Source: an optimization exercise on an open RTL-to-GDS flow (aim: small area and a short achievable clock period). Production flows keep margins and buffers that such runs may drop.
Function was checked by simulation only, so behaviour that the tests miss may differ from the original.
Power and IR drop assume default switching activity.

<file path="design/flow/run.sh">
#!/bin/bash
# synth_recipe.tcl (not shown) runs the flow's synth.tcl, then flattens the netlist and writes it again
# the make line also repeats each setting of config.mk as NAME=value (left out here)
make -C /OpenROAD-flow-scripts/flow DESIGN_CONFIG=/design/flow/config.mk WORK_HOME=/design/flow/orfs CLKGATE_MAP_FILE= SYNTH_SCRIPT=/design/flow/synth_recipe.tcl finish
</file>
<file path="design/flow/config.mk">
export PLATFORM = sky130hd
export DESIGN_NAME = ras
export DESIGN_NICKNAME = ras
export VERILOG_FILES = /design/flow/design.v
export SDC_FILE = /design/flow/constraint.sdc
export NUM_CORES = 4
export LEC_CHECK = 0
export CAP_MARGIN = 40
export CORE_MARGIN = 2
export CORE_UTILIZATION = 40
export SETUP_SLACK_MARGIN = 1.0
export SLEW_MARGIN = 40
</file>
<file path="design/flow/constraint.sdc">
create_clock -name core_clock -period 6.0 [get_ports {clk}]
set_input_delay 1.2000 -clock core_clock [delete_from_list [all_inputs] [get_ports {clk}]]
set_output_delay 1.2000 -clock core_clock [all_outputs]
set_load 0.01 [all_outputs]
</file>
<file path="design/flow/design.v">
module ras (
    clk, rst_ni, rst_i,
    pop, push,
    commit,
    flush,
    din, dout, valid);
    localparam W = 31;
    localparam DEPTH = 128;
    localparam A = 7;
    localparam SP = 16;
    localparam NQ = 14;
    input  logic         clk, rst_ni, rst_i;
    input  logic         pop, push;
    input  logic [1:0]   commit;
    input  logic [1:0]   flush;
    input  logic [W-1:0] din;
    output logic [W-1:0] dout;
    output logic         valid;
    logic reset;
    always_ff @(posedge clk or negedge rst_ni)
        if (!rst_ni) reset <= 1'b1;
        else         reset <= rst_i;
    logic [A-1:0]  tosp, bosp, mbase, b1;
    logic [SP-1:0] tlo, b1lo, mblo;
    logic [7:0]    thi, b1hi, mbhi;
    logic          full;
    logic [3:0]    pv0, pm0, pv1, pm1;
    logic [W-1:0]  mem [DEPTH];
    logic [W-1:0]  sp0 [SP];
    logic [W-1:0]  sp1 [SP];
    logic [W-1:0]  q0d [NQ];
    logic [2:0]    q0c [NQ];
    logic [NQ-1:0] q0r, q0w;   
    logic [3:0]    n0;
    logic [W-1:0]  h0d;
    logic          h0push, h0pop;
    logic [A-1:0]  h0a;
    logic [SP-1:0] h0lo;
    logic [7:0]    h0hi;
    logic [W-1:0]  q1d [NQ];
    logic [A-1:0]  q1a [NQ];
    logic          q1p [NQ];
    logic [NQ-1:0] q1r, q1w;
    logic [3:0]    n1;
    logic [W-1:0]  h1d;
    logic          h1push;
    logic [A-1:0]  h1a;
    logic [SP-1:0] h1lo;
    logic [7:0]    h1hi;
    wire rst0 = flush[0] || reset;
    wire rst1 = flush[1] || reset;
    wire trig0 = push || pop;
    wire incr = push && !pop;
    wire decr = pop && !push && valid;
    wire set_tosp = (|flush) && valid;
    wire c0push = commit[0] && h0push;
    wire c0pop  = commit[0] && h0pop;
    wire c1push = commit[1] && h1push;
    wire pv0nz = (pv0 != 4'd0);
    wire pv1nz = (pv1 != 4'd0);
    wire k_b1 = set_tosp && !flush[1];
    wire k_mb = set_tosp && flush[1];
    wire k_up = !set_tosp && incr;
    wire k_dn = !set_tosp && decr;
    wire k_st = !set_tosp && !incr && !decr;
    logic [A-1:0]  tosp_n;
    logic [SP-1:0] nlo;
    logic [7:0]    nhi;
    always_comb begin
        tosp_n = ({A{k_st}} & tosp) | ({A{k_up}} & (tosp + 1'b1)) | ({A{k_dn}} & (tosp - 1'b1))
               | ({A{k_b1}} & b1) | ({A{k_mb}} & mbase);
        nlo = ({SP{k_st}} & tlo) | ({SP{k_up}} & {tlo[SP-2:0], tlo[SP-1]})
            | ({SP{k_dn}} & {tlo[0], tlo[SP-1:1]})
            | ({SP{k_b1}} & b1lo) | ({SP{k_mb}} & mblo);
        nhi = ({8{k_st || (k_up && !tlo[SP-1]) || (k_dn && !tlo[0])}} & thi)
            | ({8{k_up && tlo[SP-1]}} & {thi[6:0], thi[7]})
            | ({8{k_dn && tlo[0]}} & {thi[0], thi[7:1]})
            | ({8{k_b1}} & b1hi) | ({8{k_mb}} & mbhi);
    end
    always_ff @(posedge clk) begin
        tosp <= tosp_n;
        if (reset) begin
            for (int i = 0; i < SP; i++) tlo[i] <= (tosp[3:0] == 4'(i));
            for (int i = 0; i < 8; i++)  thi[i] <= (tosp[6:4] == 3'(i));
        end else begin
            tlo <= nlo;
            thi <= nhi;
        end
    end
    logic [W-1:0] m0d;
    logic [2:0]   m0c;
    always_comb begin
        m0d = '0;
        m0c = '0;
        for (int i = 0; i < NQ; i++) begin
            m0d = m0d | ({W{q0r[i]}} & q0d[i]);
            m0c = m0c | ({3{q0r[i]}} & q0c[i]);
        end
    end
    wire n0z = (n0 == 4'd0);
    wire n0one = (n0 == 4'd1);
    wire ld_new0 = trig0 && (n0z || (commit[0] && n0one));
    wire ld_mem0 = commit[0] && !n0z && !n0one;
    wire wr_q0 = trig0 && !n0z && !(commit[0] && n0one);
    wire m0up = m0c[2] && !m0c[1];
    wire m0dn = m0c[0];
    always_ff @(posedge clk) begin
        if (rst0) begin
            q0r <= NQ'(1);
            q0w <= NQ'(1);
            n0  <= '0;
        end else begin
            for (int i = 0; i < NQ; i++)
                if (wr_q0 && q0w[i]) begin
                    q0d[i] <= din;
                    q0c[i] <= {push, pop, decr};
                end
            if (wr_q0) q0w <= {q0w[NQ-2:0], q0w[NQ-1]};
            if (ld_mem0) q0r <= {q0r[NQ-2:0], q0r[NQ-1]};
            n0 <= n0 + 4'(trig0) - 4'(commit[0]);
        end
    end
    always_ff @(posedge clk) begin
        if (ld_new0) begin
            h0d <= din;
            h0push <= push;
            h0pop <= pop;
            h0a <= tosp_n;
            h0lo <= nlo;
            h0hi <= nhi;
        end else if (ld_mem0) begin
            h0d <= m0d;
            h0push <= m0c[2];
            h0pop <= m0c[1];
            h0a <= m0up ? h0a + 1'b1 : (m0dn ? h0a - 1'b1 : h0a);
            h0lo <= m0up ? {h0lo[SP-2:0], h0lo[SP-1]} : (m0dn ? {h0lo[0], h0lo[SP-1:1]} : h0lo);
            h0hi <= (m0up && h0lo[SP-1]) ? {h0hi[6:0], h0hi[7]}
                  : ((m0dn && h0lo[0]) ? {h0hi[0], h0hi[7:1]} : h0hi);
        end
    end
    always_ff @(posedge clk)
        for (int i = 0; i < SP; i++)
            if (push && nlo[i]) sp0[i] <= din;
    wire [3:0] pv0_n = pv0 + 4'(push) - 4'(pop && pv0nz) - 4'((pm0 == 4'd0) && c0push);
    wire [3:0] pm0_n = pm0 + 4'(pop && pv0nz) - 4'((pm0 != 4'd0) && c0push);
    always_ff @(posedge clk) begin
        if (rst0) begin
            pv0 <= '0;
            pm0 <= '0;
        end else begin
            pv0 <= pv0_n;
            pm0 <= pm0_n;
        end
    end
    always_ff @(posedge clk)
        for (int i = 0; i < SP; i++)
            if (c0push && h0lo[i]) sp1[i] <= h0d;
    logic [W-1:0] m1d;
    logic [A-1:0] m1a;
    logic         m1p;
    always_comb begin
        m1d = '0;
        m1a = '0;
        m1p = 1'b0;
        for (int i = 0; i < NQ; i++) begin
            m1d = m1d | ({W{q1r[i]}} & q1d[i]);
            m1a = m1a | ({A{q1r[i]}} & q1a[i]);
            m1p = m1p | (q1r[i] & q1p[i]);
        end
    end
    wire n1z = (n1 == 4'd0);
    wire n1one = (n1 == 4'd1);
    wire ld_new1 = commit[0] && (n1z || (commit[1] && n1one));
    wire ld_mem1 = commit[1] && !n1z && !n1one;
    wire wr_q1 = commit[0] && !n1z && !(commit[1] && n1one);
    always_ff @(posedge clk) begin
        if (rst1) begin
            q1r <= NQ'(1);
            q1w <= NQ'(1);
            n1  <= '0;
        end else begin
            for (int i = 0; i < NQ; i++)
                if (wr_q1 && q1w[i]) begin
                    q1d[i] <= h0d;
                    q1a[i] <= h0a;
                    q1p[i] <= h0push;
                end
            if (wr_q1) q1w <= {q1w[NQ-2:0], q1w[NQ-1]};
            if (ld_mem1) q1r <= {q1r[NQ-2:0], q1r[NQ-1]};
            n1 <= n1 + 4'(commit[0]) - 4'(commit[1]);
        end
    end
    always_ff @(posedge clk) begin
        if (ld_new1) begin
            h1d <= h0d;
            h1push <= h0push;
            h1a <= h0a;
            h1lo <= h0lo;
            h1hi <= h0hi;
        end else if (ld_mem1) begin
            h1d <= m1d;
            h1push <= m1p;
            h1a <= m1a;
            for (int i = 0; i < SP; i++) h1lo[i] <= (m1a[3:0] == 4'(i));
            for (int i = 0; i < 8; i++)  h1hi[i] <= (m1a[6:4] == 3'(i));
        end
    end
    always_ff @(posedge clk) begin
        if (rst1) begin
            b1 <= tosp_n;
            b1lo <= nlo;
            b1hi <= nhi;
        end else if (commit[0]) begin
            b1 <= h0a;
            b1lo <= h0lo;
            b1hi <= h0hi;
        end
    end
    wire [3:0] pv1_n = pv1 + 4'(c0push) - 4'(c0pop && pv1nz) - 4'((pm1 == 4'd0) && c1push);
    wire [3:0] pm1_n = pm1 + 4'(c0pop && pv1nz) - 4'((pm1 != 4'd0) && c1push);
    always_ff @(posedge clk) begin
        if (rst1) begin
            pv1 <= '0;
            pm1 <= '0;
        end else begin
            pv1 <= pv1_n;
            pm1 <= pm1_n;
        end
    end
    always_ff @(posedge clk)
        for (int i = 0; i < DEPTH; i++)
            if (c1push && h1lo[i % SP] && h1hi[i / SP]) mem[i] <= h1d;
    always_ff @(posedge clk)
        if (commit[1]) begin
            mbase <= h1a;
            mblo <= h1lo;
            mbhi <= h1hi;
        end
    logic full_n;
    logic [A-1:0] bosp_n;
    always_comb begin
        full_n = full;
        bosp_n = bosp;
        if (reset) begin
            full_n = 1'b0;
            bosp_n = tosp_n;
        end else if (incr) begin
            full_n = (tosp_n == bosp) || full;
            if (full) bosp_n = tosp_n;
        end else if (decr) full_n = 1'b0;
    end
    always_ff @(posedge clk) begin
        full <= full_n;
        bosp <= bosp_n;
    end
    wire show0 = !rst0 && (pv0_n != 4'd0);
    wire show1 = !rst1 && (pv1_n != 4'd0);
    wire empty_n = (tosp_n == bosp_n) && !full_n;
    logic [W-1:0] r0, r1, rma, rmb;
    always_comb begin
        r0 = '0;
        r1 = '0;
        rma = '0;
        rmb = '0;
        for (int i = 0; i < SP; i++) begin
            r0 = r0 | ({W{nlo[i]}} & sp0[i]);
            r1 = r1 | ({W{nlo[i]}} & sp1[i]);
        end
        for (int i = 0; i < DEPTH / 2; i++)
            rma = rma | ({W{nlo[i % SP] && nhi[i / SP]}} & mem[i]);
        for (int i = DEPTH / 2; i < DEPTH; i++)
            rmb = rmb | ({W{nlo[i % SP] && nhi[i / SP]}} & mem[i]);
    end
    wire fwd1 = c0push && |(nlo & h0lo);
    wire fwdm = c1push && |(nlo & h1lo) && |(nhi & h1hi);
    wire show1n = !show0 && show1;
    wire showm = !show0 && !show1;
    logic [W-1:0] dsp, dma, dmb;
    always_ff @(posedge clk) begin
        valid <= show0 || show1 || !empty_n;
        dsp <= show0 ? (push ? din : r0) : (show1n ? (fwd1 ? h0d : r1) : '0);
        dma <= showm ? (fwdm ? h1d : rma) : '0;
        dmb <= (showm && !fwdm) ? rmb : '0;
    end
    assign dout = dsp | dma | dmb;
endmodule
</file>
==> run summary <==
status complete, no violations; Post-CTS Hold Fix Bufs 0; initial core utilization 0.4017; Pwr Density 456.6 nW/um^2; data arrival time of the critical path 6.01 ns; Worst-path clk slew 0.06 ns; GRT overflow 0; first-pass GRT wire length 1309000 um; vias in the first global route 143400; most numerous cell in the Yosys netlist edfxtp_1; top cell type's share of synthesized area 0.7875; top_reg_cell synth edfxtp_1; Leakage 88.30 nW; std cell rows 281; synth unique cells 94; GPL Wtd Cong 0.9881; Hold Path End mbase[0]; Post-DRT Antenna Nets 0; HP Class register to register; gr usage total 0.3238; R2R setup slack 1.07 ns; main area contributors after synthesis edfxtp_1, a22oi_1, a221oi_1; Async S/R FF share, synth 0.0001566; CP startpoint kind input pin; Total Power 0.1255 W; hold depth 0; Max-cap violations 0; Reg-to-Reg End dma[0]; Syn Nets 13530; Slew HR 0.1274; Synth Cell Area 235300 sq um; Critical Path RT 7.01 ns; CTS tree built; Hold Fails Final Rpt 0; worst hold start h1a[0]; CTS Buffer Depth 4; vias per cell 6.943; RSZ-0062 raised after global routing no; endpoints failing setup 0; Synth top cells by count edfxtp_1, a22oi_1, a221oi_1; Gate Count Post-Synth 13440; period utilization 0.8328; fmax 200.1 MHz; number of port buffers 71; clk sink count 6385; Synth-to-Final Area Change 16.81%; dominant cell type by area after synthesis edfxtp_1; slew at the pin with the worst max-slew slack 1.307 ns; max-slew violations 0; IO Pins 72; Worst-Skew Late Latency 1.18 ns; layout cells sized above 1 0.1572; WS Path Type input pin to register; die height 771.0 um; die width 771.0 um; vias 158900; Final #Nets 14430; initial antenna violation count 166; starting DRC count in detailed routing 36610; CTS Root Cell clkbuf_16; final core area utilization 0.4693; EDFF count, synth 6171; largest net degree at the start of global routing 129; CP max FO 8; sequential share of the synthesized area 0.8057; Setup TNS Final 0 ns; worst clock skew 0.1310 ns; drt wl/cell 43.51 um; YS warnings 9; clock buffer count from CTS 633; Mapped Avg Cell Area 17.51 sq um; min cycle time layout 4.997 ns; DRC Markers 0; 1st-pass router iterations 9; core footprint 585700 sq um; peak supply drop 0.0003847 V; final wirelength 995800 um; die area 594500 sq um; DP HPWL 589100 um; R2R depth 12; flops & latches, synth 6385; start of the worst register-to-register path valid; CP Capture Type register; # H-tree levels 6
-- timing repair --
item                                    CTS  global route
endpoints found under the setup margin    0             3
setup buffers                             0             2
gates resized for setup                   0             1
-- sequential cells by signal, summed over array words and instances, names as in the netlist, 16 cells and up --
register  flops
q1a          98
mblo         16
h1d          31
h0lo         16
h1lo         16
b1lo         16
sp0         496
mem        3968
q0d         434
sp1         496
dsp          31
q0c          42
dma          31
q1d         434
h0d          31
tlo          16
dmb          31
-- layout by cell type (no fill, tap or decap), types with 187 or more instances in the layout --
| master | count |
|---|---|
| edfxtp_1 | 6171 |
| a22oi_1 | 1311 |
| buf_4 | 851 |
| clkbuf_16 | 638 |
| a221oi_1 | 550 |
| nand2_1 | 544 |
| a22o_1 | 424 |
| and3_1 | 362 |
| nand3_1 | 302 |
| a21oi_1 | 264 |
| nand4_1 | 262 |
| o21ai_0 | 246 |
| diode_2 | 241 |
| nor2_1 | 240 |
| clkbuf_1 | 187 |
-- worst max-delay path: stages --
cell,delay (ns)
clkdlybuf4s50_1,0.59
or2_0,0.32
o21a_1,0.33
buf_4,0.23
o21ai_0,0.19
nor2_4,0.70
buf_4,0.30
nor2_2,0.18
buf_4,0.29
a2111oi_1,0.82
nand4_1,0.31
nor4_1,0.37
a21oi_1,0.12
-- layout make-up --
cell class                 instances  area [sq um]
inverter                          89         335.3
fill                           49270        310900
timing repair buffer            1151         11320
multi-input combinational       6088         43170
clock inverter                   282          2789
clock buffer                     871         17300
antenna                          241         603.1
sequential                      6385        189600
tap                             7782          9737
-- metal layers --
layer,wire length [um],track usage,up-vias
met3,166200,0.1230,3756
met2,416500,0.4602,16480
li1,-,-,58440
met5,654,0.001287,-
met4,78780,0.2079,74
met1,333600,0.4157,80160
-- stage by stage --
step	area, sq um	worst slack, ns	cells	hold slack (ns)
after global routing	274500	1.009	22750	0.3935
after floorplan	235300	1.191	13440	0.4003
after detailed placement	253900	0.01127	21480	0.4056
after CTS	274000	1.025	22640	0.3458
final	274900	1.003	22890	0.4181
after global placement	252800	-0.1924	21450	0.4002
-- how the worst max path moves through the flow --
stage / startpoint / to / slack [ns] / depth (start not counted)
floorplan: push / dmb[12] / 1.19 / 20
global placement: flush[1] / dmb[20] / -0.19 / 14
detailed placement: flush[0] / dma[9] / 0.01 / 15
CTS: valid / dma[9] / 1.02 / 14
global route: flush[0] / dma[9] / 1.01 / 16
finish: flush[0] / dma[0] / 1.00 / 13
-- cell families (layout without fill, tap and decap cells) --
kind of cell               Yosys count  in the layout  synth area share
AOI/OAI and AO/OA                 3655           3655            0.1202
xor gates and xnor gates            22             22         0.0008188
adders and majority gates           46             46          0.002733
buffers and inverters              969           2393           0.01741
DFF                               6385           6385            0.8057
muxes                               62             62          0.002674
other                                0            241                 0
and+or+nand+nor                   2303           2303           0.05049
-- power by group --
group	total (W)	internal, W	switching (W)	leakage, nW
logic	0.0295	0.00729	0.0222	20.8
registers	0.0570	0.0543	0.00263	57.8
clock network	0.0391	0.0213	0.0177	9.73

==> afterwards: timing with drivers on the ports <==
No port has a modelled driver above. Below, the same layout with a new extraction and two added sets of constraints.
Step 1 sets driving cells, clkbuf_16 on the clock port and buf_2 on the other inputs (assumed; they add their load-dependent delay and slew).
Step 2 times the ports against the registers' clock, not the clock port: input delays grow and output delays shrink by t, the midpoint of the rising clock arrivals with the driver on.
a / b / c = ideal ports / drivers / drivers and shift; a / b = the first two.
shift t [ns]: 1.239
setup slack, ns: 1.003 / 0.937 / -0.302
slew at the worst register clock pin (ns): 0.07 / 0.07
pins driven straight from the clock port: 1
Met with ideal ports but missed after step 2: setup timing in this run. The setup slack of this run moves by -0.066 ns with the drivers and by -1.305 ns with both steps.
